Source: an optimization exercise on an open RTL-to-GDS flow (aim: small area, a short achievable clock period and few clock cycles per item). Production flows keep margins and buffers that such runs may drop. No functional check of the RTL was part of any run shown here. Power is estimated from default activity; no workload was simulated.

## flow/design.v (module list and top-level ports; edited modules follow where they fit)
// module dot: 1911 lines
// module dot_fa: 4 lines
module dot(input logic clk, input logic rst_n,
          output logic slave_waitrequest,
          input logic [3:0] slave_address,
          input logic slave_read, output logic [31:0] slave_readdata,
          input logic slave_write, input logic [31:0] slave_writedata,
          input logic master_waitrequest,
          output logic [31:0] master_address,
          output logic master_read, input logic [31:0] master_readdata, input logic master_readdatavalid,
          output logic master_write, output logic [31:0] master_writedata);
  // ...
==> flow/run.sh <==
#!/bin/bash
# synth_recipe.tcl (not shown) runs the flow's synth.tcl, then flattens the netlist and writes it again
# the make line also repeats each setting of config.mk as NAME=value (left out here)
make -C /OpenROAD-flow-scripts/flow DESIGN_CONFIG=/design/flow/config.mk WORK_HOME=/design/flow/orfs CLKGATE_MAP_FILE= SYNTH_SCRIPT=/design/flow/synth_recipe.tcl finish
==> flow/config.mk <==
export PLATFORM = sky130hd
export DESIGN_NAME = dot
export DESIGN_NICKNAME = dot
export VERILOG_FILES = /design/flow/design.v
export SDC_FILE = /design/flow/constraint.sdc
export NUM_CORES = 4
export LEC_CHECK = 0
export CAP_MARGIN = 20
export CORE_MARGIN = 2
export CORE_UTILIZATION = 40
export PLACE_DENSITY = 0.6
export SLEW_MARGIN = 20
export SYNTH_HIERARCHICAL = 1
export SYNTH_MINIMUM_KEEP_SIZE = 0
==> flow/constraint.sdc <==
create_clock -name core_clock -period 11.0 [get_ports {clk}]
set_input_delay 2.2000 -clock core_clock [delete_from_list [all_inputs] [get_ports {clk}]]
set_output_delay 2.2000 -clock core_clock [all_outputs]
set_load 0.01 [all_outputs]
==> reports/qor.yml, run 1 <==
diodes: 0
instances_no_fill: 3691
place_area_sq_um: 29500
drtIter0Drc: 2039
synth-adder-area-share_pct: 41.0
post-place-ws_ps: 5930
worst_ir_drop_vdd_mv: 0.130
p_comb_uw: 2870
worstSkewPairLatency_ps: 580
status: "finished clean"
rrSetupSlack_ps: 5840
root_buffer: "clkbuf_16"
wl_per_cell_microns: 26.0
worstSetupPathDepth: 11
antenna_found_initial: 4
post-cts-setup-buffer-count: 0
synth_edf_count: 64
synth.most_common_cell: "nand2_1"
buffer_area_share_pct: 5.67
p_switching_uw: 2360
yosysTopAreaCell: "fa_1"
fin_setup_tns_ps: 0
dieArea_sq_um: 70900
grt_max_degree: 159
hold_start: "xr[5]"
seqCellArea_sq_um: 6460
die_x_microns: 266
yosysWarnings: 7
syn_area_per_cell_sq_um: 9.99
r2r-start: "pa"
critPathLaunch: "pa"
power_uw: 5630
multi_input_gates: 2187
firstDrtPassIters: 7
htree_levels: 2
clock.fmax_mhz: 194
finalWorstSetupSlack_ps: 5840
crit_fanout: 158
==> run 2: changes to the inputs <==
--- a/flow/design.v
+++ b/flow/design.v
@@ -12,16 +12,17 @@
 logic        busy;       
 logic        issuing;    
 logic [15:0] nic;        
 logic        nph;        
 logic [2:0]  oc;         
 logic        rph;        
 logic        pa, pb;     
 logic        ready;      
+logic        clr;        
 logic [31:0] wr, xr;
 logic [15:0] br;         
 logic        xs;         
 logic        c16;
 logic [3:0]  gq;         
 logic [3:1]  pq;         
 logic [31:0] as_r, ac_r;
 logic accept, load, start, wvalid;
@@ -30,17 +31,17 @@
 assign load   = busy & issuing & (~master_read | accept) & (oc <= 3'd5);
 assign wvalid = master_readdatavalid & rph;
 logic [31:0] next_addr;
 assign next_addr = (nph ? wbase : xbase) + {14'd0, nic, 2'b00};
 always_ff @(posedge clk) begin
    if (!rst_n) begin
       wbase <= 0; xbase <= 0; len <= 0;
       busy <= 0; issuing <= 0; nic <= 0; nph <= 0; oc <= 0; rph <= 0;
-      pa <= 0; pb <= 0; ready <= 0;
+      pa <= 0; pb <= 0; ready <= 0; clr <= 0;
       master_read <= 0; master_address <= 0;
    end else begin
       if (!busy && slave_write) begin
          case (slave_address)
             4'd2: wbase <= slave_writedata;
             4'd3: xbase <= slave_writedata;
             4'd5: len <= slave_writedata[15:0];
             default: ;
@@ -61,29 +62,32 @@
          if (nph && (nic + 1'b1 == len)) issuing <= 0;
       end else if (accept) begin
          master_read <= 0;
       end
       oc <= oc + {2'b0, accept} - {2'b0, master_readdatavalid};
       if (master_readdatavalid) rph <= ~rph;
       pa <= wvalid;
       pb <= pa;
-      ready <= busy & ~start & ~issuing & ~master_read & (oc == 0) & ~pa & ~pb & ~wvalid
+      clr <= start;
+      ready <= busy & ~start & ~clr & ~issuing & ~master_read & (oc == 0) & ~pa & ~pb & ~wvalid
                & ~(|(as_r & ac_r));
    end
 end
 always_ff @(posedge clk) begin
    if (master_readdatavalid & ~rph) xr <= master_readdata;
    if (wvalid) wr <= master_readdata;
    br <= wvalid ? xr[15:0] : pa ? xr[31:16] : 16'd0;
 end
 assign xs = xr[31];
 logic [47:0] as_in_n, ac_in_n, ts_n, tc_n;
-assign as_in_n = ~(pa ? {as_r, 16'd0} : {16'd0, as_r});
-assign ac_in_n = ~(pa ? {ac_r, 16'd0} : {16'd0, ac_r});
+logic sel_lo;
+assign sel_lo = ~pa & ~clr;
+assign as_in_n = ~(({48{pa}} & {as_r, 16'd0}) | ({48{sel_lo}} & {16'd0, as_r}));
+assign ac_in_n = ~(({48{pa}} & {ac_r, 16'd0}) | ({48{sel_lo}} & {16'd0, ac_r}));
 logic t629;
 logic t630;
 logic t633;
 logic t634;
 logic t637;
 logic t638;
 logic t641;
 logic t642;
@@ -1891,23 +1895,18 @@
    assign gg[gi] = g[4*gi+3] | (p[4*gi+3] & g[4*gi+2]) | (p[4*gi+3] & p[4*gi+2] & g[4*gi+1])
                  | (p[4*gi+3] & p[4*gi+2] & p[4*gi+1] & g[4*gi]);
    assign pp[gi] = &p[4*gi +: 4];
 end endgenerate
 assign c16 = gq[3] | (pq[3] & gq[2]) | (pq[3] & pq[2] & gq[1]) | (pq[3] & pq[2] & pq[1] & gq[0]);
 always_ff @(posedge clk) begin
    gq <= pa ? gg : 4'd0;
    pq <= pa ? pp[3:1] : 3'd0;
-   if (start) begin
-      as_r <= 0;
-      ac_r <= 0;
-   end else begin
-      as_r <= ~(pa ? ts_n[47:16] : ts_n[31:0]);
-      ac_r <= ~(pa ? tc_n[47:16] : tc_n[31:0]);
-   end
+   as_r <= ~(pa ? ts_n[47:16] : ts_n[31:0]);
+   ac_r <= ~(pa ? tc_n[47:16] : tc_n[31:0]);
 end
 assign slave_waitrequest = busy & ~ready;
 assign slave_readdata = as_r | ac_r;
 assign master_write = 1'b0;
 assign master_writedata = 32'd0;
 endmodule
 module dot_fa(input logic a, input logic b, input logic c, output logic s, output logic co);
 assign s = a ^ b ^ c;
==> run 2 against run 1 <==
  * Power down 8.3%
  * Setup slack lost 770 ps
  * Sequential cell count rose by 1
  * Clock-buffer cell count is 6 lower
  * Still clean on timing, DRC and antenna
  * Clock power down about 10%
  * Largest cell class unchanged
  * Worst hold slack got worse by 7.1 ps
  * Die area shrank 1.7%
==> reports/qor.yml, run 2 <==
status: "finished clean"  # unchanged
post-place-ws_ps: 5190  # was 5930 ps
swShare_pct: 41.9  # about the same
power_density_nw_per_um2: 171  # was 183 nW/um^2
layout_commonest_cell: "nand2_1"  # unchanged
seq_area_frac_synth_pct: 23.9  # was 23.4%
start_util_pct: 40.3  # about the same
synth_top_area_share_pct: 39.3  # was 38.6%
firstDrtPassIters: 8  # was 7
critPathLaunch: "pa"  # unchanged
drtIter0Drc: 2324  # was 2039
wl_per_cell_microns: 26.1  # was 26.0 microns
fin_crit_sh_pct: 53.9  # was 46.9%
worst_ep_required_time_ps: 11400  # was 11490 ps
ys_seq_elements: 291  # was 290
syn_area_per_cell_sq_um: 10.0  # was 9.99 sq um
ys_top_cells_by_count: "735 x nand2_1, 531 x fa_1, 227 x dfxtp_1"  # was 699 x nand2_1, 531 x fa_1, 226 x dfxtp_1
core_sq_um: 67000  # was 68300 sq um
post-route-min-period_ps: 5930  # was 5160 ps
cts_hold_buf: 0  # unchanged
synth_area_sq_um: 27000  # was 27500 sq um
path_class: "reg -> reg"  # unchanged
wirelength_microns: 94600  # was 95800 microns
antenna_found_initial: 7  # was 4
die_h_microns: 264  # was 266 microns
yosysWarnings: 7  # unchanged
root_buffer: "clkbuf_16"  # unchanged
via_per_inst: 5.76  # about the same
dominantRegCellSynth: "dfxtp_1"  # unchanged
hold_start: "xr[2]"  # was xr[5]
synth_edf_count: 64  # unchanged
async_flop_share_pct: 0  # unchanged
r2r-start: "pa"  # unchanged
clock_skew_ps: 34.8  # was 37.2 ps
post-cts-setup-buffer-count: 0  # unchanged
slew_viol_final: 0  # unchanged
layout-drive-gt1-share_pct: 6.29  # was 7.08%
crit_chain: "buf_4 > buf_4 > nor3b_1 > a21oi_1 > fa_1 > fa_1 > fa_1 > fa_1 > fa_1 > fa_1 > mux2i_1"  # was buf_12 > nand2b_1 > fa_1 > fa_1 > fa_1 > fa_1 > fa_1 > fa_1 > a222oi_1 > a21oi_1 > a21boi_0
synthCells: 2697  # was 2753
cp_slowest_cell: "dfxtp_4"  # unchanged
drc: 0  # unchanged
cts_tree: "built"  # unchanged
clkSlewWorstSetupHoldPaths_ps: 60  # about the same
setup_viol: 0  # unchanged
rrSetupSlack_ps: 5070  # was 5840 ps
clock.fmax_mhz: 169  # was 194 MHz
grt_overflow: 0  # unchanged
p_comb_share_pct: 49.6  # was 51.0%
worstSkewPairLatency_ps: 580  # about the same
hold_ws_ps: 422  # was 429 ps
p_seq_share_pct: 28.5  # was 26.6%
synth.most_common_cell: "nand2_1"  # unchanged
critPathArrivalTime_ps: 6320  # was 5640 ps
hold_viol: 0  # unchanged
io_buffers: 139  # unchanged
cts_sinks: 291  # was 290
finalWorstSetupSlack_ps: 5070  # was 5840 ps
dieArea_sq_um: 69700  # was 70900 sq um
tightest_slew_ps: 1100  # was 1170 ps
fillers: 6295  # was 6372
seqCellArea_sq_um: 6470  # was 6460 sq um
p_switching_uw: 2160  # was 2360 uW
final_antenna_net_count: 0  # unchanged
max_slew_margin_pct: 26.6  # was 22.1%
io_pins: 173  # unchanged
crit_fanout: 70  # was 158
cap_violations: 0  # unchanged
critical_path.max_stage_delay_ps: 830  # was 620 ps
hp-class: "reg -> reg"  # unchanged
final_cell_mix: "735 x nand2_1, 531 x fa_1, 225 x dfxtp_1"  # was 699 x nand2_1, 531 x fa_1, 215 x dfxtp_1
cts_resized: 0  # unchanged
num_vias: 20900  # was 21300
grt_pass1_wl_microns: 142000  # was 144000 microns
cts-buffers-inserted: 34  # was 37
grt_usage_pct: 27.4  # about the same
pwr-share-clk_pct: 21.9  # was 22.4%
place_congestion: 0.972  # was 0.950
synth_area_leaders: "fa_1 39%, dfxtp_1 17%, nand2_1 10%"  # was fa_1 39%, dfxtp_1 16%, nand2_1 9.5%
end_kind: "register"  # unchanged
fin_setup_tns_ps: 0  # unchanged
startpoint_type: "register"  # unchanged
htree_levels: 2  # unchanged
worst_ir_drop_vdd_mv: 0.106  # was 0.130 mV
cp_common_cell: "fa_1"  # unchanged
rows: 95  # was 96
syn2layout_area_growth_pct: 11.5  # was 11.7%
place_hpwl_microns: 67700  # was 67100 microns
multi_input_area_sq_um: 19400  # was 19900 sq um
grt_pass1_vias: 22400  # was 22700
rsz0062_at_grt: "false"  # unchanged
die_x_microns: 264  # was 266 microns
yosysTopAreaCell: "fa_1"  # unchanged
grt_max_degree: 87  # was 159
final_nets: 3382  # was 3436
synth_cell_types: 70  # was 84
p_leak_uw: 0.00867  # was 0.00893 uW
p_int_uw: 3000  # was 3270 uW
clockBufferDepth: 3  # unchanged
[run 2: area by class of cell]
type / count / area share [%]
Timing Repair Buffer: 184 / 5.74
Clock buffer: 48 / 3.13
Antenna cell: 1 / 0.00830
Tap cell: 873 / 3.62
Inverter: 78 / 0.975
Sequential cell: 291 / 21.5
Multi-Input combinational cell: 2137 / 64.5
Clock inverter: 12 / 0.552
[run 2: cells by family after synthesis]
logic type                 Yosys count  synth area share (%)
other                                1                0.0139
adders and majority gates          583                  41.7
DFF                                291                  23.9
AOI/OAI and AO/OA                  291                  6.49
muxes                              109                  4.14
xor gates and xnor gates            41                  1.33
and+or+nand+nor                   1080                  17.7
buffers and inverters              301                  4.71
[run 2: through the flow]
step	power (uW)	std cells	util [%]	cell area (sq um)
final	5160	3624	45.0	30100
after global routing	5440	3623	45.0	30100
after CTS	5140	3623	45.0	30100
after detailed placement	3980	3563	43.3	29000
after global placement	3930	3563	43.3	29000
after floorplan	2910	2729	-	27100
[run 2: power by group through the flow]
stage	Combinational [uW]	Sequential [uW]	Clock (uW)
after global routing	2780	1470	1190
after global placement	2450	1480	0
after detailed placement	2500	1480	0
after CTS	2530	1460	1150
final	2560	1470	1130
after floorplan	1580	1330	0
[run 2: final timing paths]
| path | cells past startpoint | end |
|---|---|---|
| worst min-delay path | 2 | br[2] |
| worst max-delay path | 11 | ac_r[22] |
| worst min register to register | 2 | br[2] |
| worst max register to register | 11 | ac_r[22] |
[run 2: per-layer routing]
metal	vias to the layer above	global-route usage (%)	share of wire [%]
li1	8688	-	-
met4	12	12.1	5.1
met2	1267	41.6	44
met1	10600	36.2	39
met5	-	0	0.087
met3	289	8.65	12
[run 2: Yosys stat by module (local to each module, per instance)]
module  flip-flops and latches  copies in the design  cell area [sq um]
dot_fa                       0                   529               20.0
dot                        291                     1              16400
[run 2: worst max-delay path, delay by kind of cell (launching register included)]
kind	cells	cell delay, ps
adder cells (fa/ha/maj)	6	2930
buffers and inverters	2	1470
flip-flops	1	830
AO/OA/AOI/OAI	1	210
AND/OR/NAND/NOR	1	130
multiplexers	1	100

port drivers added, routing unchanged:
Ports are ideal in the flow. The routed layouts listed here were re-timed in OpenROAD. Step 1: set_driving_cell puts a clkbuf_16 on clk and a buf_2 on each other input, an assumption about the parent block. Step 2, shift: input delay + t, output delay - t, t = (earliest + latest rising clock arrival at the registers) / 2. This alone moves slack from input paths to output paths. a / b / c = no drivers / after step 1 / after step 2; a / b = the first two.
run | shift t [ns] | setup slack, ns | hold WS [ns] | worst register clock-pin slew, ns | worst data-port slew with drivers (ns)
run 1 | 0.633 | 5.843 / 5.843 / 5.843 | 0.429 / 0.429 / 0.429 | 0.07 / 0.07 | 0.07
run 2 | 0.625 | 5.074 / 5.074 / 5.074 | 0.422 / 0.422 / 0.422 | 0.07 / 0.07 | 0.07
After both steps setup and hold are still met in every run listed.
